Context: an optimization exercise on an open-source flow, tuned for small area, a short achievable clock period and few clock cycles. The choices shown serve that exercise and are no tape-out recipe. Only simulation tests tie the RTL to the original design; equivalence was not proved.

Setup of oak:
Design cpu, start of the top module:
module cpu (
    input clk,
    input reset,
    output [31:0] iaddr,
    input [31:0] idata,
    output [31:0] daddr,
    input [31:0] drdata,
    output [31:0] dwdata,
    output [3:0] dwe
);
Settings: LEC_CHECK=0, CAP_MARGIN=20, CORE_MARGIN=2, CORE_UTILIZATION=45, CTS_CLUSTER_DIAMETER=100, CTS_CLUSTER_SIZE=30, PLACE_DENSITY=0.6, SETUP_SLACK_MARGIN=5, SLEW_MARGIN=20, SYNTH_HIERARCHICAL=1, SYNTH_MINIMUM_KEEP_SIZE=0, TNS_END_PERCENT=5; clock period 10.5 ns.
standard.sh (not shown) runs the stock make flow with config.mk's settings and CLKGATE_MAP_FILE= SYNTH_SCRIPT=/design/flow/synth_recipe.tcl, a recipe that flattens the netlist after the stock synthesis.
==> flow/flow/run.sh <==
#!/bin/bash
# The standard layout (the standard.sh: standard synthesis, floorplan,
# placement, CTS, routing), with two changes to how it is made:
#  - the port buffers are buf_4 cells instead of the default delay-cell
#    buffers, which the timing repair cannot resize;
#  - the timing repair aims for a setup margin of 5.8 ns.
# The clock, the constraints and the synthesis are the standard flow's own.
set -euo pipefail
bash standard.sh SETUP_SLACK_MARGIN=5.8 "BUFFER_PORTS_ARGS=-buffer_cell sky130_fd_sc_hd__buf_4" finish > standard_flow.log 2>&1
Testbench counts of oak, summed over its fixed seeds: cycles 115,251.
#### Input delta (pine over oak)
--- a/flow/design.v
+++ b/flow/design.v
@@ -135,26 +135,24 @@
     wire [31:0] imm_s = {{20{idata[31]}}, idata[31:25], idata[11:7]};
     wire [31:0] imm_u = {idata[31:12], 12'b0};
     wire [31:0] imm_j = {{12{idata[31]}}, idata[19:12], idata[20], idata[30:21], 1'b0};
     wire [31:0] imm_b = {{20{idata[31]}}, idata[7], idata[30:25], idata[11:8], 1'b0};
     wire [31:0] res_e;
     wire [31:0] opa, opb;
     regfile _regfile (
         .clk(clk), .clr(clr),
         .we(wen_e), .rd(rd_e), .wdata(res_e),
         .rs1(rs1), .rs2(rs2), .rv1(opa), .rv2(opb)
     );
-    wire [31:0] pc4, fsum;
-    inc30 _pc4 (.a(pc[31:2]), .y(pc4[31:2]));
-    assign pc4[1:0] = pc[1:0];
-    add32 _fsum (.a(pc), .b(imm_j), .y(fsum));                
+    wire [31:0] fsum;                                         
+    add32 _fsum (.a(pc), .b(d_jal ? imm_j : 32'd4), .y(fsum));
     wire [12:0] bsum;                                         
     add12 _bsum (.a(pc[11:0]), .b(imm_b[11:0]), .y(bsum));
     wire [11:0] imm12 = d_store ? imm_s[11:0] : imm_i[11:0];    
     wire [12:0] lsum;                                         
     add12 _lsum (.a(opa[11:0]), .b(imm12), .y(lsum));
     wire [1:0]  lo2 = lsum[1:0];
     wire eq, lt, ltu;
     cmp32 _cmp (.a(opa), .b(opb), .eq(eq), .lt(lt), .ltu(ltu));
     wire d_sub = (d_op & idata[30] & (f3 == 3'b000)) | ((d_op | d_opimm) & (f3[2:1] == 2'b01));   
     wire d_alu = d_op | d_opimm;
     wire d_sll = d_alu & (f3 == 3'b001);
@@ -169,51 +167,52 @@
             3'b010:  be = (lo2 == 2'b00) ? 4'b1111 : 4'b0000;
             default: be = 4'b0000;
         endcase
     end
     wire ld_b  = d_load & (f3[1:0] == 2'b00);                  
     wire ld_h  = d_load & (f3[1:0] == 2'b01) & ~lo2[0];        
     wire ld_w  = d_load & (f3 == 3'b010) & (lo2 == 2'b00);     
     wire ld_s  = ~f3[2];                                       
     wire [3:0] lane = 4'b0001 << lo2;
     always @(posedge clk) begin
         clr     <= reset;
-        pc_f    <= d_jal ? fsum : pc4;
+        pc_f    <= fsum;
         x_e     <= d_br ? bsum[11:0] : {lsum[11:1], lsum[0] & ~d_jalr};
-        a_e     <= (d_br | d_auipc) ? pc : d_sll ? opa_rev : opa;    
+        a_e     <= (d_br | d_auipc | d_jal) ? pc : d_sll ? opa_rev : opa;    
         b_e     <= (d_store | d_op) ? (opb ^ {32{d_sub}}) :
-                   (d_jal | d_jalr) ? pc4 :
+                   d_jal   ? 32'd4 :                  
+                   d_jalr  ? fsum :                   
                    (d_lui | d_auipc) ? imm_u : (imm_i ^ {32{d_sub}});
         be_e    <= (d_store & ~reset) ? be : 4'b0000;
         rd_e    <= idata[11:7];
         f3_e    <= f3;
         wen_e   <= d_wen & ~reset;
         cin_e   <= d_sub;
         sra_e   <= idata[30];
-        o_add   <= (d_alu & (f3 == 3'b000)) | d_auipc;
+        o_add   <= (d_alu & (f3 == 3'b000)) | d_auipc | d_jal;
         o_sll   <= d_alu & (f3 == 3'b001);
         o_slt   <= d_alu & (f3 == 3'b010);
         o_sltu  <= d_alu & (f3 == 3'b011);
         o_xor   <= d_alu & (f3 == 3'b100);
         o_sr    <= d_alu & (f3 == 3'b101);
         o_or    <= d_alu & (f3 == 3'b110);
         o_and   <= d_alu & (f3 == 3'b111);
         go_e    <= ~reset;             
         jalr_e  <= d_jalr & ~reset;
         br_e    <= d_br & ~reset;
         c12_e   <= d_br ? bsum[12] : lsum[12];
         s12_e   <= d_br ? imm_b[12] : imm12[11];
         eq_e    <= eq;
         lt_e    <= lt;
         ltu_e   <= ltu;
-        r_b     <= d_pass & ~d_auipc;
+        r_b     <= d_pass & ~d_auipc & ~d_jal;
         r_l     <= {4{ld_b}} & lane | {3'b000, ld_h & ~lo2[1] | ld_w} | {1'b0, ld_h & lo2[1], 2'b00};
         r_m0    <= (ld_h & ~lo2[1]) | ld_w;
         r_m1    <= ld_h & lo2[1];
         r_w     <= ld_w;
         r_sb    <= {4{ld_b & ld_s}} & lane;
         r_sh    <= ({4{ld_b & ld_s}} & lane) | {ld_h & ld_s & lo2[1], 1'b0, ld_h & ld_s & ~lo2[1], 1'b0};
     end
     wire [32:0] s33;
     add33 _add (.a(a_e), .b(b_e), .cin(cin_e), .y(s33));
     wire        altu = ~s33[32];
     wire        alt  = (a_e[31] == b_e[31]) ? a_e[31] : s33[31];
@@ -242,25 +241,22 @@
     assign dwdata = {f3_e[1] ? b_e[31:24] : f3_e[0] ? b_e[15:8] : b_e[7:0],
                      f3_e[1] ? b_e[23:16] : b_e[7:0],
                      (f3_e[1] | f3_e[0]) ? b_e[15:8] : b_e[7:0],
                      b_e[7:0]};
 endmodule
 module add12 (input [11:0] a, input [11:0] b, output [12:0] y);
     assign y = {1'b0, a} + {1'b0, b};
 endmodule
 module add32 (input [31:0] a, input [31:0] b, output [31:0] y);
     assign y = a + b;
 endmodule
-module inc30 (input [29:0] a, output [29:0] y);
-    assign y = a + 30'd1;
-endmodule
 module incdec20 (input [19:0] a, output [19:0] inc, output [19:0] dec);
     assign inc = a + 20'd1;
     assign dec = a - 20'd1;
 endmodule
 module add33 (input [31:0] a, input [31:0] b, input cin, output [32:0] y);
     assign y = {1'b0, a} + {1'b0, b} + {32'd0, cin};
 endmodule
 module shr32 (input [31:0] a, input fill, input [4:0] sh, output [31:0] y);
     integer k;
     wire [63:0] x0 = {{32{fill}}, a};
     reg  [34:0] x1;
==> summary.txt <==
- pine: PASS, flow complete, no timing, DRC or antenna violations
- Summary of pine over oak: netlist area before placement dropped 510 um2; total via count after detailed routing dropped about 1.4%; setup slack climbed 0.021 ns; number of cells on the worst hold path climbed 1; number of inverters outside the clock class in the layout climbed 15.
- Diff oak -> pine: mean post-synth cell area higher, worst hold slack saw an increase, initial antenna violation count went up 3, required time of the critical path now larger.
Testbench counts of pine, summed over its fixed seeds: cycles 115,251.

-- what the ideal ports hide --
The results above use ideal ports. As a check the final layouts listed here were re-extracted and re-timed, cells and wires unchanged.
Step 1 (the two cells are an assumption about what drives the block):
set clk [get_ports {clk}]
set_driving_cell -lib_cell sky130_fd_sc_hd__clkbuf_16 $clk
set_driving_cell -lib_cell sky130_fd_sc_hd__buf_2 [delete_from_list [all_inputs] $clk]
Step 2 also shifts input and output timing later by t, the mid clock arrival at the registers, as if the neighbouring blocks saw the same clock.
Three values: ideal, step 1, step 2; two values: the first two.
| run | t, ns | slack for setup (ns) | worst setup path after step 2 | worst register clock-pin slew, ns | worst slew at a driven data input, ns |
|---|---|---|---|---|---|
| oak | 0.815 | 5.248 / 5.259 / 4.476 | input to register | 0.12 / 0.12 | 0.08 |
| pine | 0.777 | 5.269 / 5.264 / 4.534 | input to register | 0.12 / 0.12 | 0.08 |
After both steps every run listed still meets setup and hold. The setup slack of oak, which loses most, moves by +0.011 ns with the drivers and by -0.772 ns with both steps.
